From an optimization exercise on the open Yosys and OpenROAD flow, aimed at small area; shortcuts taken in it are not production practice.
The RTL was checked by simulation tests, not by an equivalence proof against the original design.
No driver is modelled on the clock port, so clocking that relies on it looks cheaper here than on a real chip.
No activity file was given, so power comes from the tool's default toggle rates.

**design/flow/standard.sh**
```bash
#!/bin/bash
# synth_recipe.tcl (not shown) runs the flow's synth.tcl, then flattens the netlist and writes it again
# the make line also repeats each setting of config.mk as NAME=value (left out here)
make -C /OpenROAD-flow-scripts/flow DESIGN_CONFIG=/design/flow/config.mk WORK_HOME=/design/flow/orfs CLKGATE_MAP_FILE= SYNTH_SCRIPT=/design/flow/synth_recipe.tcl "${@:-finish}"
```
**design/flow/constraint.sdc**
```tcl
create_clock -name core_clock -period 20.0 [get_ports {clk}]
set_input_delay 4.0000 -clock core_clock [delete_from_list [all_inputs] [get_ports {clk}]]
set_output_delay 4.0000 -clock core_clock [all_outputs]
set_load 0.01 [all_outputs]
```
**design/flow/flow/area4.abc**
```
strash
&get -n
&deepsyn -T 30 -S 4
&put
dch -f
map -a
topo
```
**design/flow/design.v**
```verilog
module bcd_a_7seg_anodo_comun (
    input  [3:0] bcd,
    output [6:0] catodo   
);
    assign catodo[6] = ~((~bcd[2] & ~bcd[0]) | (bcd[2] & bcd[1]) | (bcd[3] & ~bcd[0]) | (~bcd[3] & bcd[1]) | (~bcd[3] & bcd[2] & bcd[0]) | (bcd[3] & ~bcd[2] & ~bcd[1]));
    assign catodo[5] = (bcd[2] & bcd[1] & ~bcd[0]) | (bcd[3] & bcd[1] & bcd[0]) | (bcd[3] & bcd[2] & ~bcd[0]) | (~bcd[3] & bcd[2] & ~bcd[1] & bcd[0]);
    assign catodo[4] = (bcd[3] & bcd[2] & ~bcd[0]) | (bcd[3] & bcd[2] & bcd[1]) | (~bcd[3] & ~bcd[2] & bcd[1] & ~bcd[0]);
    assign catodo[3] = ~((~bcd[2] & bcd[1] & bcd[0]) | (bcd[2] & ~bcd[1] & bcd[0]) | (bcd[2] & bcd[1] & ~bcd[0]) | (bcd[3] & ~bcd[1]) | (~bcd[3] & ~bcd[2] & ~bcd[0]));
    assign catodo[2] = (~bcd[2] & ~bcd[1] & bcd[0]) | (~bcd[3] & bcd[0]) | (~bcd[3] & bcd[2] & ~bcd[1]);
    assign catodo[1] = ~((~bcd[1] & ~bcd[0]) | (bcd[2] & ~bcd[0]) | (bcd[3] & bcd[1]) | (bcd[3] & ~bcd[2]) | (~bcd[3] & bcd[2] & ~bcd[1]));
    assign catodo[0] = (~bcd[3] & ~bcd[2] & ~bcd[1]) | (~bcd[3] & bcd[2] & bcd[1] & bcd[0]) | (bcd[3] & bcd[2] & ~bcd[1] & ~bcd[0]);
endmodule
module antirrebote #(
    parameter [18:0] TOP = 19'h4a5c5    
)(
    input  clk,
    input  rst,
    input  nivel,        
    output reg e,        
    output rise          
);
    localparam [18:0] INV = 19'h2aaaa;
    reg  [18:0] q_r;
    wire [18:0] q   = q_r ^ INV;
    wire        top = (q == TOP);
    wire        u   = nivel ^ e;
    wire        h   = u & ~top & ~rst;
    wire        fb  = ~(q[18] ^ q[5]);
    wire [18:0] qn  = {q[17:0] & {18{h}}, ~rst & (u ^ top) & (top | fb)};
    assign rise = top & ~e & ~rst;
    always @(posedge clk) begin
        q_r <= qn ^ INV;
        e   <= (e & ~top & ~rst) | rise;
    end
endmodule
module practica2 #(
    parameter CLK_HZ = 50_000_000,
    parameter BOTON_ACTIVO_BAJO = 1
)(
    input        clk,
    input        rst,            
    input  [3:0] interruptor,    
    input  [3:0] boton,          
    output [6:0] catodo,         
    output       punto,          
    output [3:0] anodo           
);
    wire [3:0] btn_nivel = BOTON_ACTIVO_BAJO ? ~boton : boton;
    wire [3:0] e, rise;
    antirrebote db0(.clk(clk), .rst(rst), .nivel(btn_nivel[0]), .e(e[0]), .rise(rise[0]));
    antirrebote db1(.clk(clk), .rst(rst), .nivel(btn_nivel[1]), .e(e[1]), .rise(rise[1]));
    antirrebote db2(.clk(clk), .rst(rst), .nivel(btn_nivel[2]), .e(e[2]), .rise(rise[2]));
    antirrebote db3(.clk(clk), .rst(rst), .nivel(btn_nivel[3]), .e(e[3]), .rise(rise[3]));
    reg [1:0] sel_a, sel_b_n, sel;
    always @(posedge clk) begin
        if (rst) begin
            sel_a <= 2'd0; sel_b_n <= 2'd3; sel <= 2'd0;
        end else begin
            if (rise[0]) sel_a <= 2'd0;
            else if (rise[1]) sel_a <= 2'd1;
            else if (rise[2]) sel_a <= 2'd2;
            else if (rise[3]) sel_a <= 2'd3;
            sel_b_n <= ~sel_a;
            sel     <= ~sel_b_n;
        end
    end
    bcd_a_7seg_anodo_comun udec(.bcd(interruptor), .catodo(catodo));
    assign punto = 1'b1;
    assign anodo = ~(4'b0001 << sel);
endmodule
```
**design/flow/flow/area2.abc**
```
strash
&get -n
&deepsyn -T 30 -S 2
&dch -f
&nf -a -R 1000
&put
topo
```
**design/flow/flow/remap.ys**
```
read_liberty -ignore_miss_func @LIB@
blackbox sky130_fd_sc_hd__dfxtp_1
blackbox sky130_fd_sc_hd__conb_1
read_verilog @IN@
hierarchy -top practica2
flatten
techmap
opt -purge
abc -liberty @LIB@ @DU@ -script @ABC@
opt_clean -purge
setundef -zero
splitnets
opt_clean -purge
hilomap -singleton -hicell sky130_fd_sc_hd__conb_1 HI -locell sky130_fd_sc_hd__conb_1 LO
opt_clean -purge
stat -liberty @LIB@
check
write_verilog -noattr -noexpr -nohex -nodec @OUT@
```
**design/flow/config.mk**
```make
export PLATFORM = sky130hd
export DESIGN_NAME = practica2
export DESIGN_NICKNAME = practica2
export VERILOG_FILES = /design/flow/design.v
export SDC_FILE = /design/flow/constraint.sdc
export NUM_CORES = 4
export LEC_CHECK = 0
export CAP_MARGIN = 20
export CORE_MARGIN = 2
export CORE_UTILIZATION = 85
export SLEW_MARGIN = 20
```
**design/flow/flow/area3.abc**
```
strash
&get -n
&deepsyn -T 30 -S 3
&dch -f
&nf -R 1000
&put
topo
```
**design/flow/flow/clktree.tcl**
```tcl
# Replace the clock tree that CTS built by a single level of K buffers of
# type BUF, each at the centre of a k-means cluster of flip-flops and driven
# straight from the clock port (K <= 4). Writes OUT and prints the worst
# flip-flop clock pin slew, estimated from the placement.
read_liberty $::env(LIB)
read_db $::env(R)/3_place.odb
read_sdc $::env(R)/3_place.sdc
source $::env(FLOW_HOME)/platforms/sky130hd/setRC.tcl
set block [ord::get_db_block]
set db [ord::get_db]
# LEAVES: one "cell:capacity" per clock buffer, e.g. "clkbuf_16:30 clkbuf_8:20"
set leaves $::env(LEAVES)
set K [llength $leaves]
set masters {}
set caps {}
foreach l $leaves {
  lassign [split $l :] cell c
  lappend masters [$db findMaster sky130_fd_sc_hd__$cell]
  lappend caps $c
}
set clknet [[$block findBTerm clk] getNet]

# flip-flop clock pins under the current tree, and the tree's buffers
set sinks {}
set bufs {}
proc walk {net} {
  foreach it [$net getITerms] {
    if {[$it isOutputSignal]} continue
    set inst [$it getInst]
    set mname [[$inst getMaster] getName]
    if {[string match sky130_fd_sc_hd__clkbuf_* $mname] || [string match sky130_fd_sc_hd__clkinv_* $mname]} {
      lappend ::bufs $inst
      foreach o [$inst getITerms] { if {[$o isOutputSignal] && [$o getNet] ne "NULL"} { walk [$o getNet] } }
    } else {
      lappend ::sinks $it
    }
  }
}
walk $clknet
puts "tree buffers: [llength $bufs], sinks: [llength $sinks]"
foreach it $sinks {
  if {[[$it getMTerm] getName] ne "CLK"} { error "unexpected clock sink [[$it getInst] getName]/[[$it getMTerm] getName]" }
}
# remove the old tree
foreach inst $bufs {
  set nets {}
  foreach o [$inst getITerms] { if {[$o isOutputSignal] && [$o getNet] ne "NULL"} { lappend nets [$o getNet] } }
  odb::dbInst_destroy $inst
  foreach n $nets { if {[llength [$n getITerms]] == 0 || 1} { foreach it [$n getITerms] { $it disconnect } ; odb::dbNet_destroy $n } }
}
# k-means over the sink locations
set pts {}
foreach it $sinks {
  set bb [[$it getInst] getBBox]
  lappend pts [list $it [expr {([$bb xMin] + [$bb xMax]) / 2}] [expr {([$bb yMin] + [$bb yMax]) / 2}]]
}
set pts [lsort -integer -index 1 $pts]
set n [llength $pts]
set cs {}
for {set k 0} {$k < $K} {incr k} {
  set p [lindex $pts [expr {($k * $n + $n / 2) / $K}]]
  lappend cs [list [lindex $p 1] [lindex $p 2]]
}
for {set iter 0} {$iter < 100} {incr iter} {
  # assign each sink to its nearest centre that still has room, taking the
  # sinks in order of how much they lose by not getting their nearest centre
  set order {}
  set i 0
  foreach p $pts {
    set ds {}
    foreach c $cs { lappend ds [expr {abs([lindex $p 1] - [lindex $c 0]) + abs([lindex $p 2] - [lindex $c 1])}] }
    set sd [lsort -real $ds]
    lappend order [list $i [expr {[lindex $sd end] - [lindex $sd 0]}] $ds]
    incr i
  }
  set order [lsort -real -decreasing -index 1 $order]
  set cnt {}
  for {set k 0} {$k < $K} {incr k} { lappend cnt 0 }
  set asg [lrepeat $n 0]
  foreach e $order {
    set ds [lindex $e 2]
    set best -1; set bd 1e18
    for {set k 0} {$k < $K} {incr k} {
      if {[lindex $cnt $k] < [lindex $caps $k] && [lindex $ds $k] < $bd} { set bd [lindex $ds $k]; set best $k }
    }
    lset asg [lindex $e 0] $best
    lset cnt $best [expr {[lindex $cnt $best] + 1}]
  }
  set ncs {}
  for {set k 0} {$k < $K} {incr k} {
    set sx 0; set sy 0; set m 0
    foreach p $pts a $asg { if {$a == $k} { incr sx [lindex $p 1]; incr sy [lindex $p 2]; incr m } }
    if {$m > 0} { lappend ncs [list [expr {$sx / $m}] [expr {$sy / $m}]] } else { lappend ncs [lindex $cs $k] }
  }
  set cs $ncs
}
# the new buffers
for {set k 0} {$k < $K} {incr k} {
  set net [odb::dbNet_create $block clknet_leaf_$k]
  $net setSigType CLOCK
  set master [lindex $masters $k]
  set buf [odb::dbInst_create $block $master clkbuf_leaf_$k]
  set w [$master getWidth]; set h [$master getHeight]
  # snap to the row and site nearest the cluster's centre, and hold it there
  # while the other cells are legalized around it
  set cx [expr {[lindex [lindex $cs $k] 0] - $w / 2}]
  set cy [expr {[lindex [lindex $cs $k] 1] - $h / 2}]
  set brow ""; set bd 1e18
  foreach row [$block getRows] {
    set o [$row getOrigin]
    set d [expr {abs([lindex $o 1] - $cy)}]
    if {$d < $bd} { set bd $d; set brow $row }
  }
  # nearest spot (this row or the next ones) clear of the fixed cells and of
  # the buffers already placed, with two sites to spare on each side
  set rows [lsort -real -index 0 [lmap row [$block getRows] { list [expr {abs([lindex [$row getOrigin] 1] - $cy)}] $row }]]
  set placed 0
  foreach rr [lrange $rows 0 5] {
    set row [lindex $rr 1]
    set o [$row getOrigin]
    set sw [[$row getSite] getWidth]
    set rb [$row getBBox]
    set x0 [expr {[lindex $o 0] + round(double($cx - [lindex $o 0]) / $sw) * $sw}]
    for {set i 0} {$i <= 80 && !$placed} {incr i} {
      foreach sgn {1 -1} {
        set x [expr {$x0 + $sgn * $i * $sw}]
        if {$x < [$rb xMin] + 2 * $sw || $x + $w > [$rb xMax] - 2 * $sw} continue
        set ok 1
        foreach other [$block getInsts] {
          set st [$other getPlacementStatus]
          if {$st ne "FIRM" && $st ne "LOCKED" && $st ne "COVER"} continue
          set ob [$other getBBox]
          if {[$ob yMin] >= [lindex $o 1] + $h || [$ob yMax] <= [lindex $o 1]} continue
          if {[$ob xMax] + 2 * $sw <= $x || [$ob xMin] >= $x + $w + 2 * $sw} continue
          set ok 0; break
        }
        if {$ok} {
          $buf setOrient [$row getOrient]
          $buf setLocation $x [lindex $o 1]
          $buf setPlacementStatus FIRM
          set placed 1
          break
        }
      }
    }
    if {$placed} break
  }
  if {!$placed} { error "no room for clkbuf_leaf_$k" }
  $buf setSourceType TIMING
  [$buf findITerm A] connect $clknet
  [$buf findITerm X] connect $net
  set m 0
  foreach p $pts a $asg { if {$a == $k} { [lindex $p 0] connect $net; incr m } }
  puts "leaf $k: $m flip-flops"
}
$clknet setSigType CLOCK
detailed_placement
for {set k 0} {$k < $K} {incr k} { [$block findInst clkbuf_leaf_$k] setPlacementStatus PLACED }
check_placement -verbose
set_propagated_clock [all_clocks]
estimate_parasitics -placement
set w 0
foreach p [get_pins -hierarchical */CLK] {
  foreach e {slew_max_rise slew_max_fall} { set s [get_property $p $e]; if {$s > $w} { set w $s } }
}
puts "WORST_CLK_SLEW $w"
report_checks -path_delay min -format end -group_path_count 3
write_db $::env(OUT)
if {[info exists ::env(DEBUG)]} {
  for {set k 0} {$k < $K} {incr k} {
    set b [$block findInst clkbuf_leaf_$k]
    set w 0
    foreach it [[$block findNet clknet_leaf_$k] getITerms] {
      if {[$it isOutputSignal]} continue
      set p [get_pins [[$it getInst] getName]/CLK]
      foreach e {slew_max_rise slew_max_fall} { set s [get_property $p $e]; if {$s > $w} { set w $s } }
    }
    puts "leaf $k at [$b getLocation] centroid [lindex $cs $k] worst $w"
  }
}
```
**design/flow/flow/area1.abc**
```
strash
&get -n
&deepsyn -T 30 -S 1
&dch -f
&nf -a -R 1000
&put
topo
```
**design/flow/flow/run.sh**
```bash
#!/bin/bash
# Own layout flow:
#  1. the standard synthesis;
#  2. the combinational logic between the registers re-mapped for area by
#     Yosys/ABC (registers untouched; the smallest of a few ABC scripts kept);
#  3. the standard floorplan and placement, with buf_1 port buffers;
#  5. the standard routing and finishing.
set -euo pipefail
W=$(pwd)
export R=$W/orfs/results/$FLOW_PLATFORM/practica2/base
export LIB=$FLOW_HOME/platforms/sky130hd/lib/sky130_fd_sc_hd__tt_025C_1v80.lib

# 1. standard synthesis
bash standard.sh synth > $W/flow_synth.log 2>&1

# 2. re-map the logic between the registers
cp $R/1_2_yosys.v $W/std_netlist.v
DONT_USE=$(make -s -C $FLOW_HOME DESIGN_CONFIG=$W/config.mk WORK_HOME=$W/orfs print-DONT_USE_CELLS 2>/dev/null | sed -n "s/^DONT_USE_CELLS: //p")
DU=""
for c in $DONT_USE; do DU="$DU -dont_use $c"; done
for k in 1 2 3 4; do
  sed -e "s#@LIB@#$LIB#g" -e "s#@IN@#$W/std_netlist.v#g" -e "s#@OUT@#$W/remapped$k.v#g" \
      -e "s#@ABC@#$W/flow/area$k.abc#g" -e "s#@DU@#$DU#g" $W/flow/remap.ys > $W/remap_run$k.ys
  (timeout 600 yosys -l $W/flow_remap$k.log -q $W/remap_run$k.ys > /dev/null 2>&1 || true) &
done
wait
best=""; bestarea=""
for k in 1 2 3 4; do
  a=$(sed -n "s/.*Chip area for module .*: //p" $W/flow_remap$k.log 2>/dev/null | tail -1)
  if [[ -n "$a" && -s $W/remapped$k.v ]]; then
    echo "script $k: $a" >> $W/flow_remap_choice.log
    if [[ -z "$best" ]] || awk "BEGIN{exit !($a < $bestarea)}"; then best=$k; bestarea=$a; fi
  fi
done
echo "chosen: $best ($bestarea)" >> $W/flow_remap_choice.log
if [[ -n "$best" ]]; then
  cp $W/remapped$best.v $R/1_2_yosys.v
  rm -f $R/1_synth.odb $R/1_synth.sdc
fi

ARGS=("BUFFER_PORTS_ARGS=-buffer_cell sky130_fd_sc_hd__buf_1")

# 3. floorplan and placement
bash standard.sh "${ARGS[@]}" place > $W/flow_place.log 2>&1

done_tree=0
i=0
for cfg in "clkbuf_8:22 clkbuf_8:22 clkbuf_8:22 clkbuf_8:22" \
           "clkbuf_16:32 clkbuf_8:20 clkbuf_8:20 clkbuf_8:20" \
           "clkbuf_16:29 clkbuf_16:29 clkbuf_16:29" \
           "clkbuf_16:22 clkbuf_16:22 clkbuf_16:22 clkbuf_16:22"; do
  i=$((i+1))
  LEAVES="$cfg" OUT=$W/clktree_$i.odb openroad -no_init -exit $W/flow/clktree.tcl > $W/flow_clktree_$i.log 2>&1 || continue
  s=$(sed -n 's/^WORST_CLK_SLEW //p' $W/flow_clktree_$i.log | tail -1)
  echo "$i ($cfg): $s" >> $W/flow_clktree_choice.log
  if [[ -n "$s" ]] && awk "BEGIN{exit !($s <= 0.120)}"; then
    cp $W/clktree_$i.odb $R/4_1_cts.odb
    cp $W/clktree_$i.odb $R/4_cts.odb
    cp $R/3_place.sdc $R/4_cts.sdc
    echo "chosen: $i" >> $W/flow_clktree_choice.log
    done_tree=1
    break
  fi
done
if [[ $done_tree == 0 ]]; then
  echo "chosen: CTS" >> $W/flow_clktree_choice.log
  bash standard.sh "${ARGS[@]}" "CTS_ARGS=-sink_clustering_enable -repair_clock_nets -dont_use_dummy_load -buf_list sky130_fd_sc_hd__clkbuf_8" cts > $W/flow_cts.log 2>&1
fi

# 5. routing and finishing
bash standard.sh "${ARGS[@]}" finish > $W/flow_finish.log 2>&1
```
==> results of run 1 <==
==> final cells by class <==
| class | instances | area [um2] |
|---|---|---|
| Timing Repair Buffer | 20 | 75.1 |
| Clock buffer | 4 | 66.3 |
| Fill cell | 95 | 181 |
| Multi-Input combinational cell | 182 | 910 |
| Tap cell | 33 | 41.3 |
| Inverter | 2 | 7.51 |
| Sequential cell | 86 | 1720 |
==> cell usage in the layout, fill, tap and decap left out, drive strengths merged <==
cell type,n
nor4b,3
nor3,6
nand2b,8
a211oi,1
a21oi,4
o31ai,3
o21ai,5
conb,1
buf,20
a22oi,1
dfxtp,86
nand4,5
nand2,55
nor3b,2
or2,2
or4b,1
or3,1
nand4b,5
xor2,6
o22ai,1
and2,5
nor2b,4
nor4,1
nand3,2
clkinv,2
xnor2,5
o21a,1
nor2,53
clkbuf,4
and4b,1
==> power by group through the flow <==
stage | sequential [uW] | combinational [uW] | clock [uW]
after floorplan | 176 | 6.42 | 0
after global placement | 176 | 9.74 | 0
after global routing | 173 | 12.0 | 68.5
after detailed placement | 176 | 10.3 | 0
final | 172 | 11.2 | 63.4
==> worst reg2reg max path, delay by kind of cell (launching register included) <==
| kind | cells | cell delay [ps] |
|---|---|---|
| simple gates | 7 | 1660 |
| flops | 1 | 430 |
| compound gates | 1 | 140 |
==> through the flow <==
step | total power [uW] | std cells | worst slack [ps]
finish | 247 | 327 | 10700
global route | 253 | 327 | 10660
detailed placement | 187 | 323 | 10830
global placement | 186 | 323 | 10900
floorplan | 183 | 270 | 11040
==> sequential cells by signal, summed over array words and instances (netlist names) <==
signal / cells
db0.e: 1
db1.e: 1
db2.e: 1
sel_a: 2
db3.e: 1
db3.q_r: 19
sel: 2
db1.q_r: 19
sel_b_n: 2
db0.q_r: 19
db2.q_r: 19
==> layer usage <==
metal / global-route usage / share of wire / up-vias
li1: - / - / 931
met1: 0.402 / 0.39 / 956
met2: 0.674 / 0.51 / 110
met3: 0.0303 / 0.056 / 32
met4: 0.130 / 0.041 / 0
met5: 0 / 0 / -
==> final timing paths <==
check / endpoint / cells after the start
max: catodo[4] / 8
max reg2reg: sel_a[0]$_SDFFE_PP0P_ / 8
min reg2reg: db2.q_r[1]$_DFF_P_ / 1
min: db2.q_r[1]$_DFF_P_ / 1
==> metrics.md, run 1 <==
| Metric | Value |
|---|---|
| Util after Layout | 0.940 |
| Layout area overhead | 6.92% |
| Yosys warns | 2 |
| Clock Pin Slew Worst Setup and Hold Paths | 110 ps |
| Core area | 3000 um2 |
| Comb power frac | 0.045 |
| Delay-heaviest family, CP | simple AND/OR/NAND/NOR gates |
| DP Area | 2760 um2 |
| Share of layout cells above drive strength 1 | 0.0136 |
| Final setup fails | 0 |
| Die height | 59.7 um |
| Hold Path Class | reg -> reg |
| Hpwl dp | 3.91 mm |
| Clock network fraction of design power | 0.257 |
| Sw Share | 0.197 |
| Fmax | about 0.11 GHz |
| Final hold violations | 0 |
| Vias per std cell | 6.20 |
| Buffers on Ports | 20 |
| Post-Synthesis Cells | 270 |
| Tot GR Track Use | 0.352 |
| Worst Path Arrival | between 5000 and 6000 ps |
| First-pass detailed-route iteration total | 5 |
| Worst Setup SP | interruptor[2] |
| Synth Cell Area | 2640 um2 |
| Vias in the first global route | 2,108 |
| Die W | roughly 60 um |
| DRT Wirelength | 6.10 mm |
| Worst path buffer plus inverter count | 2 |
| GRT Residual Overflow | 0 |
| Initial DRC count | between 150 and 200 |
| Drt drc | 0 |
| # diodes | 0 |
| WL/cell | 18.7 um |
| Worst EP required | 16,000 ps |
| R2R Path Start | db3.q_r[5]$_DFF_P_ |
| Worst reg2reg setup slack | 17,730 ps |
| Die ar. | 3570 um2 |
| Final Critical Period | just over 9000 ps |
| Setup TNS | 0 ps |
| Max-Cap Viols | 0 |
| Critical-path cell list | buf_1, nor2_1, nand2b_1, or3_1, nand2_1, o21a_1, nor2_1, buf_1 |
| Sequential power share | 0.698 |
| P_int | slightly below 200 uW |
| Ports | 22 |
| RSZ-0062 raised after global routing | no |
| Max IR drop VDD | between 90 and 100 uV |
| Via Count | ~2k |
| Startpoint types | input port |
| Number of routed nets with antenna violations | 0 |
| Cell area after layout | 2820 um2 |
| Pleak | 0.000989 uW |
| Fin nets | 306 |
| Critical Path End Type | output pin |
| First-pass GRT wire length | 9.47 mm |
| Crit-path slowest cell | or3_1 |
| Largest net degree at the start of global routing | 27 |
| Outcome | finished clean |
| Tightest Pin Transition | between 700 and 800 ps |
| Syn_area_per_cell | 9.77 um2 |
| Worst hold slack | about 380 ps |
| Critical Path Fanout Max | 6 |
| Initial antenna violation count | 0 |
| Hold_sp | db2.q_r[0]$_DFF_P_ |
| Tcrit/Tclk final | 0.465 |
| CP max stage delay | 350 ps |
| Worst Skew | 20.8 ps |
| Synth Net Count | 280 |
| Slew margin rel. | 0.481 |
| GPL Wtd Cong | 0.801 |
| Clk Latency, worst-skew pair | 170 ps |
| Sw power | 48.7 uW |
| Power per cell area | 87.6 nW/um2 |
| Slew Limit Fails | 0 |
| Num rows | 20 |
| Worst Setup Path Type | in -> out |
| Initial Util | 0.879 |
==> run 2: changes to the inputs <==
--- a/design/flow/design.v
+++ b/design/flow/design.v
@@ -52,8 +52,8 @@
     antirrebote db2(.clk(clk), .rst(rst), .nivel(btn_nivel[2]), .e(e[2]), .rise(rise[2]));
     antirrebote db3(.clk(clk), .rst(rst), .nivel(btn_nivel[3]), .e(e[3]), .rise(rise[3]));
-    reg [1:0] sel_a, sel_b_n, sel;
+    reg [1:0] sel_a, sel_b, sel;
     always @(posedge clk) begin
         if (rst) begin
-            sel_a <= 2'd0; sel_b_n <= 2'd3; sel <= 2'd0;
+            sel_a <= 2'd0; sel_b <= 2'd0; sel <= 2'd0;
         end else begin
             if (rise[0]) sel_a <= 2'd0;
@@ -61,6 +61,6 @@
             else if (rise[2]) sel_a <= 2'd2;
             else if (rise[3]) sel_a <= 2'd3;
-            sel_b_n <= ~sel_a;
-            sel     <= ~sel_b_n;
+            sel_b <= sel_a;
+            sel   <= sel_b;
         end
     end
--- a/design/flow/flow/run.sh
+++ b/design/flow/flow/run.sh
@@ -3,5 +3,5 @@
 #  1. the standard synthesis;
 #  2. the combinational logic between the registers re-mapped for area by
-#     Yosys/ABC (registers untouched; the smallest of a few ABC scripts kept);
+#     Yosys/ABC (registers untouched; the smallest result of eight ABC runs kept);
 #  3. the standard floorplan and placement, with buf_1 port buffers;
 #  5. the standard routing and finishing.
@@ -19,12 +19,14 @@
 DU=""
 for c in $DONT_USE; do DU="$DU -dont_use $c"; done
-for k in 1 2 3 4; do
-  sed -e "s#@LIB@#$LIB#g" -e "s#@IN@#$W/std_netlist.v#g" -e "s#@OUT@#$W/remapped$k.v#g" \
-      -e "s#@ABC@#$W/flow/area$k.abc#g" -e "s#@DU@#$DU#g" $W/flow/remap.ys > $W/remap_run$k.ys
-  (timeout 600 yosys -l $W/flow_remap$k.log -q $W/remap_run$k.ys > /dev/null 2>&1 || true) &
+for batch in "1 2 3 4" "5 6 7 8"; do
+  for k in $batch; do
+    sed -e "s#@LIB@#$LIB#g" -e "s#@IN@#$W/std_netlist.v#g" -e "s#@OUT@#$W/remapped$k.v#g" \
+        -e "s#@ABC@#$W/flow/area$k.abc#g" -e "s#@DU@#$DU#g" $W/flow/remap.ys > $W/remap_run$k.ys
+    (timeout 600 yosys -l $W/flow_remap$k.log -q $W/remap_run$k.ys > /dev/null 2>&1 || true) &
+  done
+  wait
 done
-wait
 best=""; bestarea=""
-for k in 1 2 3 4; do
+for k in 1 2 3 4 5 6 7 8; do
   a=$(sed -n "s/.*Chip area for module .*: //p" $W/flow_remap$k.log 2>/dev/null | tail -1)
   if [[ -n "$a" && -s $W/remapped$k.v ]]; then
@@ -54,5 +56,5 @@
   s=$(sed -n 's/^WORST_CLK_SLEW //p' $W/flow_clktree_$i.log | tail -1)
   echo "$i ($cfg): $s" >> $W/flow_clktree_choice.log
-  if [[ -n "$s" ]] && awk "BEGIN{exit !($s <= 0.120)}"; then
+  if [[ -n "$s" ]] && awk "BEGIN{exit !($s <= 0.116)}"; then
     cp $W/clktree_$i.odb $R/4_1_cts.odb
     cp $W/clktree_$i.odb $R/4_cts.odb
==> design/flow/flow/area1.abc (replaced) <==
strash
&get -n
&deepsyn -T 20
&dch -f
&nf -a -R 1000
&put
topo
==> design/flow/flow/area2.abc (replaced) <==
strash
&get -n
&deepsyn -T 40
&dch -f
&nf -a -R 1000
&put
topo
==> design/flow/flow/area3.abc (replaced) <==
strash
&get -n
&deepsyn -T 20
&put
dch -f
map -a
topo
==> design/flow/flow/area4.abc (replaced) <==
strash
&get -n
&deepsyn -T 30 -S 6
&dch -f
&nf -a -R 1000
&put
topo
==> design/flow/flow/area5.abc (new file) <==
strash
&get -n
&deepsyn -T 30 -S 5
&dch -f
&nf -a -R 1000
&put
topo
==> design/flow/flow/area6.abc (new file) <==
strash
&get -n
&deepsyn -T 30 -S 3
&dch -f
&nf -a -R 1000
&put
topo
==> design/flow/flow/area7.abc (new file) <==
strash
&get -n
&deepsyn -T 20
&dch -f
&nf -R 1000
&put
topo
==> design/flow/flow/area8.abc (new file) <==
strash
&get -n
&deepsyn -T 30 -S 11
&dch -f
&nf -a -R 1000
&put
topo
==> run 2 against run 1 <==
Against the previous run: largest power group unchanged; final area decreased by 1.0%; fmax decreased by 1.9%; highest routed layer unchanged; worst hold slack improved by 6.0 ps; first-iteration DRC count increased by 13%; power about the same; area after synthesis decreased by 1.1%.
==> metrics.md, run 2 <==
| Metric | Value |
|---|---|
| Worst EP required | 16,000 ps (about the same) |
| Share of layout cells above drive strength 1 | 0.0139 (+0.000283) |
| GPL Wtd Cong | 0.790 (-1.4%) |
| Sequential power share | 0.698 (about the same) |
| Clock Pin Slew Worst Setup and Hold Paths | 110 ps (about the same) |
| Initial Util | 0.876 (-0.00228) |
| P_int | 198 uW (about the same) |
| CP max stage delay | 350 ps (about the same) |
| Initial DRC count | 196 (+13%) |
| Clk Latency, worst-skew pair | 170 ps (about the same) |
| Buffers on Ports | 20 (unchanged) |
| Power per cell area | 88.4 nW/um2 (+0.97%) |
| Syn_area_per_cell | 9.89 um2 (+1.2%) |
| Hpwl dp | 3.86 mm (-1.2%) |
| Die height | 59.4 um (-0.51%) |
| Sw Share | 0.197 (about the same) |
| Worst Path Arrival | 5480 ps (+180 ps) |
| First-pass GRT wire length | 9.32 mm (-1.6%) |
| Reg2reg end | db1.q_r[1]$_DFF_P_ |
| Largest net degree at the start of global routing | 27 (unchanged) |
| Critical Path End Type | output pin |
| Most frequent cell on the critical path | o21ai_0 |
| Number of routed nets with antenna violations | 0 (unchanged) |
| Vias in the first global route | 2,003 (-5.0%) |
| Final hold violations | 0 (unchanged) |
| Worst Skew | 15.0 ps (-5.77 ps) |
| Post-Synthesis Cells | 264 (-2.2%) |
| Startpoint types | input port |
| Hold_sp | db1.q_r[4]$_DFF_P_ |
| Synth Net Count | 274 (-2.1%) |
| Cell area after layout | 2790 um2 (-1.0%) |
| Outcome | finished clean |
| Fmax | 0.106 GHz (-1.9%) |
| Tot GR Track Use | 0.355 (+0.00215) |
| Tightest Pin Transition | 775 ps (-4.41 ps) |
| Final Critical Period | 9480 ps (+176 ps) |
| Ports | 22 (unchanged) |
| Setup TNS | 0 ps (unchanged) |
| Crit-path slowest cell | or3_1 |
| R2R Path Start | db1.q_r[9]$_DFF_P_ |
| Max-Cap Viols | 0 (unchanged) |
| Max IR drop VDD | 110 uV (+13%) |
| Slew Limit Fails | 0 (unchanged) |
| GRT met2 Usage | 0.631 (-0.0428) |
| DRT Wirelength | 6.02 mm (-1.3%) |
| First-pass detailed-route iteration total | 4 (-1) |
| Synth Cell Area | 2610 um2 (-1.1%) |
| Clock network fraction of design power | 0.259 (+0.002) |
| Most frequent cells in the layout | 86 x dfxtp_1, 54 x nand2_1, 45 x nor2_1 |
| Tcrit/Tclk final | 0.474 (+0.00879) |
| Hold Path Sink | db1.q_r[5]$_DFF_P_ |
| Initial antenna violation count | 0 (unchanged) |
| Critical Path Fanout Max | 6 (unchanged) |
| Grt peak-use layer | met2 |
| Hold Path Class | reg -> reg |
| Layout area overhead | 7.00% (about the same) |
| Vias per std cell | 6.25 (+0.66%) |
| Die W | 59.4 um (-0.51%) |
| Worst Setup Path Type | in -> out |
| Core area | 2980 um2 (-0.83%) |
| Worst reg2reg setup slack | 17,530 ps (-200 ps) |
| WL/cell | 18.8 um (+0.57%) |
| Pleak | 0.000969 uW (-2.0%) |
| Worst hold slack | 389 ps (+5.99 ps) |
| Yosys warns | 2 (unchanged) |
| Drt drc | 0 (unchanged) |
| WHS Path Cells | 1 (unchanged) |
| Comb power frac | 0.043 (-0.002) |
| Met1 Use GR | 0.427 (+0.0248) |
| Via Count | 2,005 (-1.2%) |
| # diodes | 0 (unchanged) |
| Critical-path cell list | buf_1, xnor2_1, or3_1, nand2_1, o21ai_0, o21ai_0, o21ai_0, buf_1 |
| GRT Residual Overflow | 0 (unchanged) |
| Slew margin rel. | 0.483 (+0.00294) |
| DP Area | 2730 um2 (-1.0%) |
| Sw power | 48.7 uW (about the same) |
| Num rows | 20 (unchanged) |
| RSZ-0062 raised after global routing | no |
| Fin nets | 300 (-2.0%) |
| Die ar. | 3530 um2 (-1.0%) |
| R2R depth | 7 (-1) |
| Fillers | 95 (unchanged) |
| Met3 global-route usage | 0.0590 (+0.0286) |
| Commonest non-fill, non-tap cell in the layout | dfxtp_1 |
| Final setup fails | 0 (unchanged) |
run 2: critical path, delay by kind of cell:
kind | cells | cell delay, ps
xor+xnor | 1 | 130
compound gates | 3 | 560
simple gates | 2 | 430
buf+inv | 2 | 360
run 2: worst max path at each step:
stage,start,to,slack (ps)
detailed placement,interruptor[0],catodo[6],10650
global placement,interruptor[0],catodo[6],10740
finish,interruptor[0],catodo[6],10520
floorplan,interruptor[2],catodo[6],10590
global route,interruptor[0],catodo[6],10400
run 2: final cells by class:
cell class                      instances  area (um2)  area share
Multi-Input combinational cell        177         885       0.317
Clock buffer                            4        66.3      0.0237
Sequential cell                        86        1720       0.616
Inverter                                1        3.75     0.00134
Tap cell                               33        41.3      0.0148
Timing Repair Buffer                   20        75.1      0.0269
run 2: power groups by stage:
stage	combinational, uW	sequential [uW]	clock (uW)
finish	10.6	172	63.9
global route	11.5	173	68.4
detailed placement	9.97	176	0
global placement	9.62	176	0
floorplan	6.18	176	0
run 2: per-stage QoR:
step                total power (uW)  instances   util  setup WS (ps)
global placement                 186        317  0.916          10740
detailed placement               186        317  0.916          10650
global route                     253        321  0.938          10400
finish                           247        321  0.938          10520
floorplan                        182        264      -          10590
run 2: metal layers:
layer  vias to the layer above  share of wire
li1                        923              -
met1                       949           0.38
met2                       107           0.51
met3                        26          0.080
met4                         0          0.033
met5                         -              0
==> run 3: changes to the inputs <==
--- a/design/flow/design.v
+++ b/design/flow/design.v
@@ -52,8 +52,8 @@
     antirrebote db2(.clk(clk), .rst(rst), .nivel(btn_nivel[2]), .e(e[2]), .rise(rise[2]));
     antirrebote db3(.clk(clk), .rst(rst), .nivel(btn_nivel[3]), .e(e[3]), .rise(rise[3]));
-    reg [1:0] sel_a, sel_b, sel;
+    reg [1:0] sel_a, sel_b_n, sel;
     always @(posedge clk) begin
         if (rst) begin
-            sel_a <= 2'd0; sel_b <= 2'd0; sel <= 2'd0;
+            sel_a <= 2'd0; sel_b_n <= 2'd3; sel <= 2'd0;
         end else begin
             if (rise[0]) sel_a <= 2'd0;
@@ -61,6 +61,6 @@
             else if (rise[2]) sel_a <= 2'd2;
             else if (rise[3]) sel_a <= 2'd3;
-            sel_b <= sel_a;
-            sel   <= sel_b;
+            sel_b_n <= ~sel_a;
+            sel     <= ~sel_b_n;
         end
     end
--- a/design/flow/flow/run.sh
+++ b/design/flow/flow/run.sh
@@ -2,6 +2,8 @@
 # Own layout flow:
 #  1. the standard synthesis;
-#  2. the combinational logic between the registers re-mapped for area by
-#     Yosys/ABC (registers untouched; the smallest result of eight ABC runs kept);
+#  2. the combinational logic between the registers re-mapped for area, the
+#     registers untouched: the smallest of eight Yosys/ABC runs and of a
+#     hand-mapped netlist (flow/gen_netlist.py) proved equivalent to the
+#     standard synthesis;
 #  3. the standard floorplan and placement, with buf_1 port buffers;
 #  5. the standard routing and finishing.
@@ -35,4 +37,20 @@
   fi
 done
+# the hand-mapped netlist (flow/gen_netlist.py), used when it is proved
+# equivalent to the standard synthesis, flip-flop by flip-flop, and smaller
+if python3 $W/flow/gen_netlist.py $W/std_netlist.v $W/flow/decoder.cells 4a5c5 $W/handmapped.v > $W/flow_handmap.log 2>&1 \
+   && python3 $W/flow/comb_view.py $W/std_netlist.v gold $W/eq_gold.v >> $W/flow_handmap.log 2>&1 \
+   && python3 $W/flow/comb_view.py $W/handmapped.v gate $W/eq_gate.v >> $W/flow_handmap.log 2>&1 \
+   && yosys -l $W/flow_handmap_equiv.log -q -p "read_liberty -ignore_miss_func $LIB; read_verilog $W/eq_gold.v $W/eq_gate.v; flatten; opt_clean; miter -equiv -flatten -make_assert gold gate miter; hierarchy -top miter; sat -verify -prove-asserts miter" > /dev/null 2>&1 \
+   && yosys -q -p "read_liberty -lib $LIB; read_verilog $W/handmapped.v; hierarchy -top practica2; tee -q -o $W/handmapped_stat.txt stat -liberty $LIB" > /dev/null 2>&1; then
+  a=$(sed -n "s/.*Chip area for module .*: //p" $W/handmapped_stat.txt | tail -1)
+  echo "hand-mapped: $a (proved equivalent)" >> $W/flow_remap_choice.log
+  if [[ -n "$a" ]] && { [[ -z "$best" ]] || awk "BEGIN{exit !($a < $bestarea)}"; }; then
+    best=hand; bestarea=$a
+    cp $W/handmapped.v $W/remappedhand.v
+  fi
+else
+  echo "hand-mapped: not used" >> $W/flow_remap_choice.log
+fi
 echo "chosen: $best ($bestarea)" >> $W/flow_remap_choice.log
 if [[ -n "$best" ]]; then
==> design/flow/flow/comb_view.py (new file) <==
#!/usr/bin/env python3
"""The combinational view of a netlist: every dfxtp flip-flop removed, its Q
net driven by a new input q_<name> and its D net copied to a new output
d_<name>, so that two netlists with the same flip-flops can be compared by a
combinational equivalence check.

usage: comb_view.py NETLIST MODULE_NAME OUT"""
import re, sys
src, modname, out = sys.argv[1:4]
txt = open(src).read()
body = txt[txt.index(';', txt.index('module'))+1 : txt.rindex('endmodule')]
ffs = []
def repl(m):
    t, name, b = m.group(1), m.group(2), m.group(3)
    if 'dfxtp' not in t: return m.group(0)
    pins = dict((p, v.strip()) for p, v in re.findall(r'\.(\w+)\(([^()]*)\)', b))
    ffs.append((name.strip().lstrip('\\').split('$')[0], pins['D'], pins['Q']))
    return ''
body = re.sub(r'(sky130_fd_sc_hd__\w+)\s+(\\\S+\s|\S+)\s*\((.*?)\);', repl, body, flags=re.S)
def e(n): return n if not n.startswith('\\') else n + ' '
def pn(s): return re.sub(r'[^A-Za-z0-9_]', '_', s)
ports = ['clk','rst','interruptor','boton','catodo','punto','anodo'] + ['q_'+pn(b) for b,_,_ in ffs] + ['d_'+pn(b) for b,_,_ in ffs]
L = [f'module {modname}(' + ', '.join(ports) + ');']
L.append(body)
for b, d, qn in sorted(ffs):
    L.append(f'  input q_{pn(b)}; assign {e(qn)} = q_{pn(b)};')
    L.append(f'  output d_{pn(b)}; assign d_{pn(b)} = {e(d)};')
L.append('endmodule')
s = '\n'.join(L)
# input/output declarations of the Q nets must not be both wire-driven: drop 'wire' decls of Q nets is fine (assign drives them)
open(out, 'w').write(s)
print(len(ffs))
==> design/flow/flow/decoder.cells (new file) <==
sky130_fd_sc_hd__nor2_1 A=interruptor[0] B=interruptor[2] Y=_65_
sky130_fd_sc_hd__and2_0 A=interruptor[0] B=interruptor[2] X=_66_
sky130_fd_sc_hd__o221ai_1 A1=interruptor[2] A2=interruptor[3] B1=_65_ B2=_66_ C1=interruptor[1] Y=_67_
sky130_fd_sc_hd__or2_0 A=interruptor[1] B=_66_ X=_68_
sky130_fd_sc_hd__or3_1 A=interruptor[3] B=_65_ C=_68_ X=_69_
sky130_fd_sc_hd__nand2_1 A=_67_ B=_69_ Y=catodo[3]
sky130_fd_sc_hd__clkinv_1 A=interruptor[2] Y=_70_
sky130_fd_sc_hd__nor2_1 A=_70_ B=interruptor[1] Y=_71_
sky130_fd_sc_hd__xor2_1 A=interruptor[3] B=_71_ X=_72_
sky130_fd_sc_hd__a21oi_1 A1=_67_ A2=_68_ B1=_72_ Y=catodo[0]
sky130_fd_sc_hd__nand2_1 A=_67_ B=_68_ Y=_73_
sky130_fd_sc_hd__a21oi_1 A1=_70_ A2=interruptor[1] B1=interruptor[0] Y=_74_
sky130_fd_sc_hd__nor2_1 A=_74_ B=_72_ Y=catodo[1]
sky130_fd_sc_hd__xnor2_1 A=_70_ B=catodo[1] Y=_75_
sky130_fd_sc_hd__o21ai_0 A1=_73_ A2=_75_ B1=_69_ Y=catodo[6]
sky130_fd_sc_hd__o21ai_0 A1=interruptor[3] A2=_65_ B1=_75_ Y=_76_
sky130_fd_sc_hd__a21oi_1 A1=_73_ A2=_76_ B1=catodo[1] Y=catodo[5]
sky130_fd_sc_hd__o21ai_0 A1=interruptor[2] A2=interruptor[1] B1=interruptor[3] Y=_77_
sky130_fd_sc_hd__o21a_1 A1=interruptor[0] A2=_71_ B1=_77_ X=catodo[2]
sky130_fd_sc_hd__clkinv_1 A=_76_ Y=catodo[4]
==> design/flow/flow/gen_netlist.py (new file) <==
#!/usr/bin/env python3
"""Hand-mapped gate netlist of rtl/practica2.v (sky130hd cells).

usage: gen_netlist.py STD_NETLIST DECODER_CELLS TOP_HEX OUT

Keeps every flip-flop of the standard synthesis (STD_NETLIST): the same
instance name, cell type and Q net. The logic feeding them is written here
gate by gate, following the RTL:

  per button k (q stored as q_r = q ^ 19'h2aaaa, odd bits inverted):
    ub    = boton[k] ^ e                  (u = nivel ^ e, nivel = ~boton[k])
    topb  = ~(q == TOP)                   (19-input match on q_r)
    h     = ~ub & topb & ~rst
    q_r[i] <= i odd ? ~(h & q_r[i-1]) : h & ~q_r[i-1]          (i = 1..18)
    q_r[0] <= (h & fb) | (top & ub & ~rst), fb = q_r[18] ^ q_r[5]
    e     <= ~rst & (e ^ top)
    rise  = top & ~e & ~rst
  sel_a   <= priority of rise, or hold; 0 on rst
  sel_b_n <= rst ? 3 : ~sel_a
  sel     <= rst ? 0 : ~sel_b_n
  anodo   = ~(1 << sel); punto = 1; catodo from DECODER_CELLS.
"""
import re
import sys

std, deccells, top_hex, out = sys.argv[1:5]
TOP = int(top_hex, 16)
INV = 0x2AAAA
TOPS = TOP ^ INV          # the match pattern on the stored bits

txt = open(std).read()
ffs = {}
for t, name, body in re.findall(r'(sky130_fd_sc_hd__\w+)\s+(\\\S+|\S+)\s*\((.*?)\);', txt, re.S):
    if 'dfxtp' not in t:
        continue
    pins = dict((p, v.strip()) for p, v in re.findall(r'\.(\w+)\(([^()]*)\)', body))
    base = name.lstrip('\\').split('$')[0]
    ffs[base] = (t, name, pins['Q'])

cells = []
wires = set()
cnt = [0]


def w(name):
    wires.add(name)
    return name


def cell(t, **pins):
    cnt[0] += 1
    cells.append((t, 'g%d' % cnt[0], pins))


def esc(n):
    # a net or instance name as Verilog: escaped if it is not a plain identifier
    if re.fullmatch(r'[A-Za-z_][A-Za-z0-9_]*', n) or re.fullmatch(r'[A-Za-z_][A-Za-z0-9_]*\[\d+\]', n):
        return n
    return (n if n.startswith('\\') else '\\' + n) + ' '


def q(base):
    return ffs[base][2]


dnet = {}   # flip-flop base name -> its D net

w('rstb')
cell('sky130_fd_sc_hd__clkinv_1', A='rst', Y='rstb')

rise = []
for k in range(4):
    p = 'b%d_' % k
    R = [q('db%d.q_r[%d]' % (k, i)) for i in range(19)]
    E = q('db%d.e' % k)
    ones = [R[i] for i in range(19) if TOPS >> i & 1]
    zeros = [R[i] for i in range(19) if not TOPS >> i & 1]
    # match: nand of the ones (groups of up to 4), nor of the zeros
    nands = []
    for j in range(0, len(ones), 4):
        g = ones[j:j + 4]
        o = w(p + 'n%d' % j)
        t = {1: 'clkinv_1', 2: 'nand2_1', 3: 'nand3_1', 4: 'nand4_1'}[len(g)]
        cell('sky130_fd_sc_hd__' + t, Y=o, **dict(zip('ABCD', g)))
        nands.append(o)
    nors = []
    for j in range(0, len(zeros), 4):
        g = zeros[j:j + 4]
        o = w(p + 'z%d' % j)
        t = {1: 'clkinv_1', 2: 'nor2_1', 3: 'nor3_1', 4: 'nor4_1'}[len(g)]
        if len(g) == 1:
            # a single zero bit: its inverse is the "all zero" signal
            cell('sky130_fd_sc_hd__clkinv_1', A=g[0], Y=o)
        else:
            cell('sky130_fd_sc_hd__' + t, Y=o, **dict(zip('ABCD', g)))
        nors.append(o)
    assert len(nands) <= 4
    a = w(p + 'a')
    t = {1: 'clkinv_1', 2: 'nor2_1', 3: 'nor3_1', 4: 'nor4_1'}[len(nands)]
    cell('sky130_fd_sc_hd__' + t, Y=a, **dict(zip('ABCD', nands)))
    terms = [a] + nors
    assert len(terms) <= 4
    topb = w(p + 'topb')
    t = {2: 'nand2_1', 3: 'nand3_1', 4: 'nand4_1'}[len(terms)]
    cell('sky130_fd_sc_hd__' + t, Y=topb, **dict(zip('ABCD', terms)))

    ub = w(p + 'ub')
    cell('sky130_fd_sc_hd__xor2_1', A='boton[%d]' % k, B=E, X=ub)
    h = w(p + 'h')
    cell('sky130_fd_sc_hd__nor3b_1', A=ub, B='rst', C_N=topb, Y=h)
    hb = w(p + 'hb')
    cell('sky130_fd_sc_hd__clkinv_1', A=h, Y=hb)
    for i in range(1, 19):
        d = w(p + 'd%d' % i)
        if i % 2:
            cell('sky130_fd_sc_hd__nand2_1', A=h, B=R[i - 1], Y=d)
        else:
            cell('sky130_fd_sc_hd__nor2_1', A=hb, B=R[i - 1], Y=d)
        dnet['db%d.q_r[%d]' % (k, i)] = d
    fb = w(p + 'fb')
    cell('sky130_fd_sc_hd__xor2_1', A=R[18], B=R[5], X=fb)
    g = w(p + 'g')
    cell('sky130_fd_sc_hd__nor3b_1', A=topb, B='rst', C_N=ub, Y=g)
    d0 = w(p + 'd0')
    cell('sky130_fd_sc_hd__a21o_1', A1=h, A2=fb, B1=g, X=d0)
    dnet['db%d.q_r[0]' % k] = d0
    xe = w(p + 'xe')
    cell('sky130_fd_sc_hd__xor2_1', A=E, B=topb, X=xe)
    de = w(p + 'de')
    cell('sky130_fd_sc_hd__nor2_1', A='rst', B=xe, Y=de)
    dnet['db%d.e' % k] = de
    r = w(p + 'rise')
    cell('sky130_fd_sc_hd__nor3_1', A=topb, B=E, C='rst', Y=r)
    rise.append(r)

Y0, Y1 = q('sel_a[0]'), q('sel_a[1]')
# sel_a[1] <= ~rst & ~r0 & ~r1 & (r2 | r3 | sel_a[1])
t1 = w('s_t1')
cell('sky130_fd_sc_hd__nor3_1', A=rise[2], B=rise[3], C=Y1, Y=t1)
dy1 = w('s_dy1')
cell('sky130_fd_sc_hd__nor4_1', A=t1, B=rise[0], C=rise[1], D='rst', Y=dy1)
dnet['sel_a[1]'] = dy1
# sel_a[0] <= ~rst & ~r0 & (r1 | (~r2 & (r3 | sel_a[0])))
a0 = w('s_a0')
cell('sky130_fd_sc_hd__nor2_1', A=rise[3], B=Y0, Y=a0)
b0 = w('s_b0')
cell('sky130_fd_sc_hd__nor2_1', A=rise[2], B=a0, Y=b0)
c0 = w('s_c0')
cell('sky130_fd_sc_hd__nor2_1', A=rise[1], B=b0, Y=c0)
dy0 = w('s_dy0')
cell('sky130_fd_sc_hd__nor3_1', A=c0, B=rise[0], C='rst', Y=dy0)
dnet['sel_a[0]'] = dy0
for i in range(2):
    # sel_b_n <= rst | ~sel_a = ~(~rst & sel_a)
    d = w('s_dx%d' % i)
    cell('sky130_fd_sc_hd__nand2_1', A='rstb', B=q('sel_a[%d]' % i), Y=d)
    dnet['sel_b_n[%d]' % i] = d
    # sel <= ~rst & ~sel_b_n
    d = w('s_ds%d' % i)
    cell('sky130_fd_sc_hd__nor2_1', A='rst', B=q('sel_b_n[%d]' % i), Y=d)
    dnet['sel[%d]' % i] = d
S0, S1 = q('sel[0]'), q('sel[1]')
cell('sky130_fd_sc_hd__or2_0', A=S1, B=S0, X='anodo[0]')
cell('sky130_fd_sc_hd__nand2b_1', A_N=S1, B=S0, Y='anodo[1]')
cell('sky130_fd_sc_hd__nand2b_1', A_N=S0, B=S1, Y='anodo[2]')
cell('sky130_fd_sc_hd__nand2_1', A=S1, B=S0, Y='anodo[3]')
cell('sky130_fd_sc_hd__conb_1', HI='punto')

for line in open(deccells):
    f = line.split()
    if not f:
        continue
    pins = {}
    for kv in f[1:]:
        pn, net = kv.split('=', 1)
        if not (net.startswith('interruptor[') or net.startswith('catodo[')):
            net = w('dec' + net.strip('_'))
        pins[pn] = net
    cell(f[0], **pins)

assert set(dnet) == set(ffs), (sorted(set(ffs) - set(dnet)), sorted(set(dnet) - set(ffs)))

L = []
L.append('module practica2(clk, rst, interruptor, boton, catodo, punto, anodo);')
L.append('  input clk;')
L.append('  input rst;')
L.append('  input [3:0] interruptor;')
L.append('  input [3:0] boton;')
L.append('  output [6:0] catodo;')
L.append('  output punto;')
L.append('  output [3:0] anodo;')
qnets = set(v[2] for v in ffs.values())
for n in sorted(wires):
    L.append('  wire %s;' % esc(n))
for n in sorted(qnets):
    L.append('  wire %s;' % esc(n))
for base in sorted(ffs):
    t, name, qn = ffs[base]
    L.append('  %s %s (.CLK(clk), .D(%s), .Q(%s));' % (t, esc(name.lstrip('\\')), esc(dnet[base]), esc(qn)))
for t, n, pins in cells:
    L.append('  %s %s (%s);' % (t, n, ', '.join('.%s(%s)' % (pn, esc(v)) for pn, v in pins.items())))
L.append('endmodule')
open(out, 'w').write('\n'.join(L) + '\n')
==> run 3 against run 2 <==
Against the previous run: the flow now stops in global placement; synthesized cell count decreased by 2.3%; area after synthesis down 1.2%.
==> metrics.md, run 3 <==
| Metric | Value |
|---|---|
| Buffers on Ports | 20 (unchanged) |
| Synth Net Count | 268 (-2.2%) |
| Die W | 59.1 um (-0.56%) |
| Die height | 59.1 um (-0.56%) |
| Num rows | 19 (-5.0%) |
| Post-Synthesis Cells | 258 (-2.3%) |
| Syn_area_per_cell | 10.0 um2 (+1.1%) |
| Yosys warns | 2 (unchanged) |
| Initial Util | 0.912 (+0.0351) |
| Stage reached | global placement |
| Run Error | [ERROR GPL-0301] Utilization 100.342 % exceeds 100%. |
| Synth Cell Area | 2580 um2 (-1.2%) |
| Ports | 22 (unchanged) |
| Outcome | stopped before the end |
==> run 4: changes to the inputs <==
--- a/design/flow/flow/gen_netlist.py
+++ b/design/flow/flow/gen_netlist.py
@@ -13,6 +13,6 @@
     h     = ~ub & topb & ~rst
     q_r[i] <= i odd ? ~(h & q_r[i-1]) : h & ~q_r[i-1]          (i = 1..18)
-    q_r[0] <= (h & fb) | (top & ub & ~rst), fb = q_r[18] ^ q_r[5]
-    e     <= ~rst & (e ^ top)
+    q_r[0] <= (h & fb) | (gt & ub), gt = top & ~rst, fb = q_r[18] ^ q_r[5]
+    e     <= (e & ~top & ~rst) | rise
     rise  = top & ~e & ~rst
   sel_a   <= priority of rise, or hold; 0 on rst
@@ -120,17 +120,15 @@
     fb = w(p + 'fb')
     cell('sky130_fd_sc_hd__xor2_1', A=R[18], B=R[5], X=fb)
-    g = w(p + 'g')
-    cell('sky130_fd_sc_hd__nor3b_1', A=topb, B='rst', C_N=ub, Y=g)
+    gt = w(p + 'gt')
+    cell('sky130_fd_sc_hd__nor2_1', A=topb, B='rst', Y=gt)
     d0 = w(p + 'd0')
-    cell('sky130_fd_sc_hd__a21o_1', A1=h, A2=fb, B1=g, X=d0)
+    cell('sky130_fd_sc_hd__a22o_1', A1=h, A2=fb, B1=gt, B2=ub, X=d0)
     dnet['db%d.q_r[0]' % k] = d0
-    xe = w(p + 'xe')
-    cell('sky130_fd_sc_hd__xor2_1', A=E, B=topb, X=xe)
-    de = w(p + 'de')
-    cell('sky130_fd_sc_hd__nor2_1', A='rst', B=xe, Y=de)
-    dnet['db%d.e' % k] = de
     r = w(p + 'rise')
     cell('sky130_fd_sc_hd__nor3_1', A=topb, B=E, C='rst', Y=r)
     rise.append(r)
+    de = w(p + 'de')
+    cell('sky130_fd_sc_hd__a31o_1', A1=E, A2=topb, A3='rstb', B1=r, X=de)
+    dnet['db%d.e' % k] = de
 
 Y0, Y1 = q('sel_a[0]'), q('sel_a[1]')
--- a/design/flow/config.mk
+++ b/design/flow/config.mk
@@ -8,4 +8,4 @@
 export CAP_MARGIN = 20
 export CORE_MARGIN = 2
-export CORE_UTILIZATION = 85
+export CORE_UTILIZATION = 75
 export SLEW_MARGIN = 20
==> run 4 against run 3 <==
Against the previous run: the run now finishes clean; area after synthesis shrank 0.97%; synthesized cell count shrank 1.6%.
==> metrics.md, run 4 <==
| Metric | Value |
|---|---|
| Outcome | finished clean |
| Vias per std cell | 5.52 |
| Startpoint types | input port |
| Worst EP required | 16,000 ps |
| Commonest non-fill, non-tap cell in the layout | dfxtp_1 |
| Ports | 22 (unchanged) |
| P_int | 198 uW |
| Share of layout cells above drive strength 1 | 0.0286 |
| Placed Cells incl. Taps | approximately 320 |
| Synth Cell Area | 2550 um2 (-0.97%) |
| Num rows | 21 (+2) |
| Fin nets | 292 |
| Final setup fails | 0 |
| Initial DRC count | 63 |
| Max-Cap Viols | 0 |
| Max IR drop VDD | 62.1 uV |
| Buffers on Ports | 20 (unchanged) |
| DP Area | 2700 um2 |
| Total power | between 200 and 250 uW |
| Critical Path End Type | output pin |
| Die ar. | 3890 um2 |
| Delay-heaviest family, CP | buffers and inverters |
| Drt drc | 0 |
| Most frequent cells in the layout | 86 x dfxtp_1, 48 x nor2_1, 41 x nand2_1 |
| WL/cell | between 10 and 15 um |
| Final hold violations | 0 |
| Via Count | between 1.5k and 2k |
| Worst path buffer plus inverter count | 3 |
| Fmax | 0.105 GHz |
| Layout area overhead | 8.77% |
| Hpwl dp | 3.08 mm |
| Comb power frac | 0.043 |
| Initial Util | 0.771 (-0.140) |
| DRT Wirelength | around 4.7 mm |
| Final Non-Filler Cells | around 330 |
| Clk Latency, worst-skew pair | about 160 ps |
| GPL Wtd Cong | approximately 0.77 |
| Slew Limit Fails | 0 |
| Clock network fraction of design power | 0.255 |
| Sw Share | 0.192 |
| Post-Synthesis Cells | 254 (-1.6%) |
| Final Critical Period | 9500 ps |
| R2R Path Start | db0.q_r[5]$_DFF_P_ |
| Worst Path Arrival | about 5500 ps |
| Initial antenna violation count | 0 |
| Synth Net Count | 264 (-1.5%) |
| Fillers | just under 200 |
| Critical-path cell list | buf_1, clkinv_1, nor2_1, xor2_1, nor2_1, xnor2_1, o21ai_0, a21oi_1, buf_1 |
| Sw power | 47.2 uW |
| Yosys warns | 2 (unchanged) |
| Hold Path Class | reg -> reg |
| First-pass detailed-route iteration total | 4 |
| Worst Skew | ~9 ps |
| Tcrit/Tclk final | 0.475 |
| Die W | 62.4 um (+5.5%) |
| Worst Setup Path Type | in -> out |
| Clock Pin Slew Worst Setup and Hold Paths | 110 ps |
| Setup TNS | 0 ps |
| Number of routed nets with antenna violations | 0 |
| Tightest Pin Transition | 711 ps |
| Largest net degree at the start of global routing | 27 |
| First-pass GRT wire length | approximately 8 mm |
| Worst Setup SP | interruptor[2] |
| Sequential cell area | 1720 um2 |
| Slew margin rel. | 0.526 |
| Core area | 3310 um2 |
| Die height | 62.4 um (+5.5%) |
| CP max stage delay | 230 ps |
| Pleak | 0.000971 uW |
| # diodes | 0 |
| Sequential power share | 0.702 |
| Cell area after layout | 2780 um2 |
| RSZ-0062 raised after global routing | no |
| Tot GR Track Use | 0.247 |
| Area of the multi-input gates | 816 um2 |
| Critical Path Fanout Max | 5 |
| Crit-path slowest cell | xor2_1 |
| Hold_sp | sel_b_n[1]$_SDFF_PP1_ |
| Syn_area_per_cell | 10.1 um2 (+0.59%) |
| GRT Residual Overflow | 0 |
| Power per cell area | 88.4 nW/um2 |
| Vias in the first global route | 1,875 |
## run 4: power by group through the flow
stage	Sequential (uW)	Combinational, uW	Clock [uW]
after floorplan	176	6.22	0
final	172	10.6	62.7
after global routing	173	11.7	68.3
after global placement	176	10.0	0
after detailed placement	176	10.3	0
## run 4: final cells by class
cell class / count / share of cell area
Inverter: 7 / 0.00946
Clock buffer: 4 / 0.0239
Timing Repair Buffer: 22 / 0.0324
Multi-Input combinational cell: 161 / 0.294
Sequential cell: 86 / 0.620
Tap cell: 46 / 0.0207
## run 4: path summary, 6_finish.rpt
kind	slack [ps]	cells past startpoint	end
min reg2reg	380	1	sel[1]$_SDFF_PP0_
max	10500	9	catodo[5]
min	380	1	sel[1]$_SDFF_PP0_
max reg2reg	18050	6	db0.q_r[8]$_DFF_P_
## run 4: per-stage QoR
| stage | utilization | worst slack, ps | hold WS, ps |
|---|---|---|---|
| 5_1_grt | 0.839 | 10290 | 376 |
| 2_1_floorplan | - | 10860 | 363 |
| 6_report | 0.839 | 10500 | 375 |
| 3_3_place_gp | 0.816 | 10670 | 369 |
| 3_5_place_dp | 0.816 | 10520 | 370 |
## run 4: layer usage
| layer | track usage | part of all wire | vias up |
|---|---|---|---|
| met4 | 0.0667 | 0.026 | 0 |
| met2 | 0.457 | 0.50 | 39 |
| met1 | 0.314 | 0.44 | 849 |
| met3 | 0.0181 | 0.031 | 11 |
| li1 | - | - | 900 |
| met5 | 0 | 0 | - |
==> run 5: changes to the inputs <==
--- a/design/flow/flow/gen_netlist.py
+++ b/design/flow/flow/gen_netlist.py
@@ -108,5 +108,6 @@
     cell('sky130_fd_sc_hd__xor2_1', A='boton[%d]' % k, B=E, X=ub)
     h = w(p + 'h')
-    cell('sky130_fd_sc_hd__nor3b_1', A=ub, B='rst', C_N=topb, Y=h)
+    # and3b drives the eleven loads of h without help
+    cell('sky130_fd_sc_hd__and3b_1', A_N=ub, B=topb, C='rstb', X=h)
     hb = w(p + 'hb')
     cell('sky130_fd_sc_hd__clkinv_1', A=h, Y=hb)
==> run 5 against run 4 <==
Against the previous run: setup slack improved by 10 ps; via count decreased by 4.9%; non-clock buffer count shrank 2; cell count fell by 0.61%; sequential power is essentially flat; synthesized cell count is the same; critical path depth unchanged; combinational power shrank 5%; register-to-register slack better by 130 ps; area after synthesis increased by 0.20%; clock power down 2%; flip-flop and latch count is the same; critical path type unchanged; largest cell class unchanged.
==> metrics.md, run 5 <==
| Metric | Value |
|---|---|
| Number of routed nets with antenna violations | 0 (unchanged) |
| Hpwl dp | 2.86 mm (-7.3%) |
| DP Area | 2690 um2 (-0.37%) |
| Met3 global-route usage | 0.0108 (-0.00731) |
| Final setup fails | 0 (unchanged) |
| Initial Util | 0.773 (+0.00151) |
| Critical Path End Type | output pin |
| Die ar. | 3900 um2 (+0.19%) |
| Fillers | 198 (+1.5%) |
| GPL Wtd Cong | 0.761 (-0.76%) |
| Syn_area_per_cell | 10.1 um2 (+0.20%) |
| Drt drc | 0 (unchanged) |
| Setup crit end | catodo[5] |
| Vias per std cell | 5.28 (-4.3%) |
| Max IR drop VDD | 91.6 uV (+48%) |
| Tightest Pin Transition | 549 ps (-161 ps) |
| Buffers on Ports | 20 (unchanged) |
| Initial DRC count | 72 (+14%) |
| Synth Net Count | 264 (unchanged) |
| Grt peak-use layer | met2 |
| Tot GR Track Use | 0.228 (-0.0189) |
| WHS Path Cells | 1 (unchanged) |
| Fmax | 0.105 GHz (+0.11%) |
| Setup TNS | 0 ps (unchanged) |
| Worst slack, placed | 10,550 ps (+27.7 ps) |
| Tcrit/Tclk final | 0.475 (-0.000520) |
| Reg2reg end | sel_a[1]$_SDFFE_PP0P_ |
| Final hold violations | 0 (unchanged) |
| Yosys warns | 2 (unchanged) |
| Worst Path Arrival | 5490 ps (about the same) |
| First-pass GRT wire length | 7.43 mm (-7.0%) |
| GRT met2 Usage | 0.413 (-0.0439) |
| Worst Setup SP | interruptor[2] |
| Worst EP required | 16,000 ps (about the same) |
| Clock Pin Slew Worst Setup and Hold Paths | 110 ps (about the same) |
| Worst Setup Path Type | in -> out |
| Power per cell area | 88.5 nW/um2 (about the same) |
| Layout area overhead | 7.77% |
| Synth Cell Area | 2560 um2 (+0.20%) |
| Worst Setup Slack, final | 10,510 ps (+10.4 ps) |
| Total power | 244 uW (-0.63%) |
| # diodes | 0 (unchanged) |
| Worst Skew | 15.1 ps (+6.32 ps) |
| Vias in the first global route | 1,717 (-8.4%) |
| Most frequent cells in the layout | 86 x dfxtp_1, 48 x nor2_1, 41 x nand2_1 |
| R2R depth | 6 (unchanged) |
| Met1 Use GR | 0.315 (+0.00116) |
| Commonest non-fill, non-tap cell in the layout | dfxtp_1 |
| Slew Limit Fails | 0 (unchanged) |
| Outcome | finished clean |
| Worst reg2reg setup slack | 18,180 ps (+130 ps) |
| Pleak | 0.000976 uW (+0.49%) |
| DRT Wirelength | 4.27 mm (-8.6%) |
| Startpoint types | input port |
| Clk Latency, worst-skew pair | 160 ps (about the same) |
| Max-Cap Viols | 0 (unchanged) |
| Largest net degree at the start of global routing | 27 (unchanged) |
| GRT Residual Overflow | 0 (unchanged) |
| Fin nets | 290 (-0.68%) |
| Via Count | 1,711 (-4.9%) |
| Worst hold slack | 379 ps (+3.84 ps) |
| Cell area after layout | 2760 um2 (-0.72%) |
| First-pass detailed-route iteration total | 4 (unchanged) |
| Ports | 22 (unchanged) |
| Initial antenna violation count | 0 (unchanged) |
| Hold Path Class | reg -> reg |
| Share of layout cells above drive strength 1 | 0.0144 (-0.0142) |
| RSZ-0062 raised after global routing | no |
| WL/cell | 13.2 um (-8.0%) |
| Final Critical Period | 9490 ps (-10.4 ps) |
| Num rows | 21 (unchanged) |
| Post-Synthesis Cells | 254 (unchanged) |
| Slew margin rel. | 0.634 (+0.107) |
| Core area | 3310 um2 (unchanged) |
| Critical Path Fanout Max | 5 (unchanged) |
| R2R Path Start | db2.q_r[5]$_DFF_P_ |
| Die height | 62.4 um (about the same) |
| Die W | 62.4 um (about the same) |
## run 5: worst min path at each step
| stage | from | to |
|---|---|---|
| 2_1_floorplan | sel_b_n[0]$_SDFF_PP1_ | sel[0]$_SDFF_PP0_ |
| 3_3_place_gp | sel_b_n[1]$_SDFF_PP1_ | sel[1]$_SDFF_PP0_ |
| 5_1_grt | sel_a[1]$_SDFFE_PP0P_ | sel_b_n[1]$_SDFF_PP1_ |
| 6_report | sel_a[0]$_SDFFE_PP0P_ | sel_b_n[0]$_SDFF_PP1_ |
| 3_5_place_dp | sel_b_n[0]$_SDFF_PP1_ | sel[0]$_SDFF_PP0_ |
## run 5: through the flow
stage / util / cells
6_report: 0.833 / 324
5_1_grt: 0.833 / 324
3_5_place_dp: 0.813 / 320
3_3_place_gp: 0.813 / 320
2_1_floorplan: - / 254
## run 5: final cells by class
| type | count | area (um2) | share of cell area |
|---|---|---|---|
| clock buffers | 4 | 66.3 | 0.0240 |
| inverters | 7 | 26.3 | 0.00953 |
| multi-input cells | 161 | 811 | 0.294 |
| flip-flops and latches | 86 | 1720 | 0.624 |
| well taps | 46 | 57.6 | 0.0209 |
| repair buffers | 20 | 75.1 | 0.0272 |
## run 5: report_power, final
part	switching, uW	internal (uW)
combinational	6.94	3.11
sequential	0.447	172
clock	38.5	23.2
## run 5: per-layer routing
layer  share of wire  wire length, um
met5               0                0
met4          0.0098               42
met3           0.028              121
met2            0.49             2070
met1            0.48             2030
## run 5: critical path: stages
cell and delay (ps):
buf_1 170, clkinv_1 170, nor2_1 180, xor2_1 200, nor2_1 100, xnor2_1 170, o21ai_0 160, a21oi_1 170
buf_1 160

[re-timing with driven ports]
The results above use ideal ports. As a check the final layouts listed here were re-extracted and re-timed, cells and wires unchanged. Step 1 (the two cells are an assumption about what drives the block):
set clk [get_ports {clk}]
set_driving_cell -lib_cell sky130_fd_sc_hd__clkbuf_16 $clk
set_driving_cell -lib_cell sky130_fd_sc_hd__buf_2 [delete_from_list [all_inputs] $clk]
Step 2 times the ports against the registers' clock, not the clock port: input delays grow and output delays shrink by t, the midpoint of the rising clock arrivals with the driver on. Three values: ideal ports, drivers, drivers and shift; two values: the first two.
run	t (ns)	setup WS [ns]	hold WS [ns]	worst setup path after step 2	latest minus earliest clock arrival (ns)
run 1	0.214	10.699 / 10.677 / 10.677	0.383 / 0.383 / 0.383	input to output	0.021 / 0.021
run 2	0.220	10.523 / 10.498 / 10.498	0.389 / 0.389 / 0.389	input to output	0.015 / 0.015
run 4	0.215	10.496 / 10.474 / 10.474	0.375 / 0.375 / 0.375	input to output	0.009 / 0.010
run 5	0.214	10.507 / 10.486 / 10.486	0.379 / 0.379 / 0.379	input to output	0.016 / 0.016
After both steps setup and hold are still met in every run listed. For run 2, which loses most, drivers alone change the setup slack by -0.025 ns; drivers and shift together by -0.025 ns.
